This is an optimization exercise on Yosys and OpenROAD, whose aim is small area, a short achievable clock period and few clock cycles, not a production implementation. Only simulation tests tie the RTL to the original design; equivalence was not proved.

// core
module core #(                              
	parameter ADDR_W = 32,
	parameter INST_W = 32,
	parameter DATA_W = 32
)(
	input                   i_clk,
	input                   i_rst_n,
	output     [ ADDR_W-1 : 0 ] o_i_addr,
	input      [ INST_W-1 : 0 ] i_i_inst,
	output reg                  o_d_wen,
	output     [ ADDR_W-1 : 0 ] o_d_addr,
	output     [ DATA_W-1 : 0 ] o_d_wdata,
	input      [ DATA_W-1 : 0 ] i_d_rdata,
	output reg [    1 : 0 ] o_status,
	output reg              o_status_valid
);
reg  [9:0]  pc_f;           
reg  [9:0]  pc_d;           
reg  [10:0] d_pc4;          
reg         d_valid;
reg  [9:0]  nxt_r;          
reg         stopped;        
reg         x_valid;
reg         x_ok_t, x_ok_n;  
reg         p_br, p_taken;   
reg  [31:0] x_a, x_b;
reg  [15:0] x_imm;
reg  [4:0]  x_rd;
reg         x_wr, x_lw, x_sw, x_eof, x_itype;
reg         x_add, x_sub, x_addu, x_subu, x_and, x_or, x_nor, x_slt;
reg         x_br, x_beq;
reg  [9:0]  x_tgt, x_pc4;
reg         x_oor_t, x_oor_n;
reg         x_sm_a, x_sw_a, x_sb_a, x_sr_a;
reg         x_sm_b, x_sw_b, x_sb_b, x_sr_b, x_si_b;
reg  [31:0] m_res;
reg  [4:0]  m_rd;
reg         m_valid, m_wr, m_lw;
reg         m_eof, m_oor, m_itype;
reg         m_sgn, m_addu, m_subu, m_aerr, m_a31, m_b31, m_c32;
reg  [5:0]  d_addr;
reg  [31:0] w_res;
reg  [4:0]  w_rd;
reg         w_wen, w_lw;
reg  [31:0] b_res;
reg         pend2;
reg  [31:0] rf [0:31];
reg  [31:0]   rfv;
assign o_i_addr  = {22'd0, pc_f};
assign o_d_addr  = {24'd0, d_addr, 2'b00};
assign o_d_wdata = m_res;
wire x_live = x_valid & ~stopped & (p_br ? (p_taken ? x_ok_t : x_ok_n) : x_ok_n);
wire m_err  = m_sgn & (m_a31 == m_b31) & (m_res[31] != m_a31)
            | m_addu & m_c32
            | m_subu & ~m_c32
            | m_aerr;
wire m_stop = m_valid & (m_err | m_eof | m_oor);
wire m_wen  = m_valid & m_wr;
wire [3:0]  op   = i_i_inst[29:26];
wire [4:0]  rs   = i_i_inst[25:21];
wire [4:0]  rt   = i_i_inst[20:16];
wire [4:0]  rdf  = i_i_inst[15:11];
wire [15:0] imm  = i_i_inst[15:0];
wire d_add  = (op == 4'd1);
wire d_sub  = (op == 4'd2);
wire d_addu = (op == 4'd3);
  ...
clock: 12.0 ns
lec_check: 0
abc_clock_period_in_ps: 4000
cap_margin: 20
core_margin: 2
core_utilization: 40
cts_cluster_diameter: 80
cts_cluster_size: 20
slew_margin: 20
synth_hierarchical: 1
standard.sh (not shown) runs the stock make flow with config.mk's settings and CLKGATE_MAP_FILE= SYNTH_SCRIPT=/design/flow/synth_recipe.tcl, a recipe that flattens the netlist after the stock synthesis.
==> flow/flow/run.sh <==
#!/bin/bash
# Standard ORFS layout (the standard.sh) with:
#  - repair_timing asked to leave extra setup slack, so the design runs well
#    below the clock period;
#  - port buffers of a small fast cell (buf_2) rather than the default pick.
# Clock tree sink clusters are set in config.mk.
# make's own output goes to flow_make.log; ORFS keeps each step's log under orfs/logs.
set -euo pipefail
bash standard.sh SETUP_SLACK_MARGIN=8.1 \
  "BUFFER_PORTS_ARGS=-buffer_cell sky130_fd_sc_hd__buf_2" \
  finish > flow_make.log 2>&1
Testbench counts at the start, summed over its fixed seeds: cycles 39,787.
==> next run, changes <==
--- a/flow/flow/run.sh
+++ b/flow/flow/run.sh
@@ -9 +9 @@
-bash standard.sh SETUP_SLACK_MARGIN=8.1 \
+bash standard.sh SETUP_SLACK_MARGIN=7.3 \
Outcome:
- The changed run completed with no timing, DRC or antenna violations
- final cell count goes down slightly
- routed wire length goes down by a few percent
- synthesized cell count is unchanged
- non-clock buffer count goes down by 105
- final area goes down by a few percent
==> next run, changes <==
--- a/flow/flow/run.sh
+++ b/flow/flow/run.sh
@@ -9 +9 @@
-bash standard.sh SETUP_SLACK_MARGIN=7.3 \
+bash standard.sh SETUP_SLACK_MARGIN=7.6 \
Result: Worst hold slack is about the same; critical path depth went up by 1; routed wire length went up by 0.88%; final area went up by 0.45%.
==> next run, changes <==
--- a/flow/flow/run.sh
+++ b/flow/flow/run.sh
@@ -9 +9 @@
-bash standard.sh SETUP_SLACK_MARGIN=7.6 \
+bash standard.sh SETUP_SLACK_MARGIN=7.9 \
Outcome: Global-route usage grows by 0.66 points. Routed wire length grows by 2.7%. Fmax grows by about 6%. Cell count grows by 0.61%. Non-clock buffer count grows by 31. Hold slack improves by 0.0092 ns. Sequential share of layout area shrinks by 0.57 points. Count of clock-buffer cells in the layout grows by 10. Worst setup slack improves by 0.24 ns.

==> what the ideal ports hide <==
How much do the figures lean on ideal ports? The routed layouts below were timed once more, with nothing changed but the port constraints. Step 1, drivers: a clkbuf_16 drives i_clk and a buf_2 each remaining input, both assumed. Step 2, shift: input delay + t, output delay - t, t = (earliest + latest rising clock arrival at the registers) / 2. This alone moves slack from input paths to output paths. Slacks: ideal / step 1 / step 2; pairs: ideal / step 1.
run	shift t [ns]	slack for setup (ns)	hold slack, ns	latest minus earliest clock arrival (ns)	pins driven straight from the clock port
the first run	0.789	7.892 / 7.834 / 7.044	0.328 / 0.328 / 0.328	0.061 / 0.061	1
the second run	0.772	7.348 / 7.332 / 6.560	0.335 / 0.335 / 0.335	0.045 / 0.045	1
the third run	0.784	7.622 / 7.509 / 6.725	0.332 / 0.332 / 0.332	0.056 / 0.055	1
the fourth run	0.788	7.861 / 7.687 / 6.898	0.341 / 0.341 / 0.341	0.035 / 0.035	1
After both steps setup and hold are still met in every run listed. The setup slack of the fourth run, which loses most, moves by -0.174 ns with the drivers and by -0.963 ns with both steps.
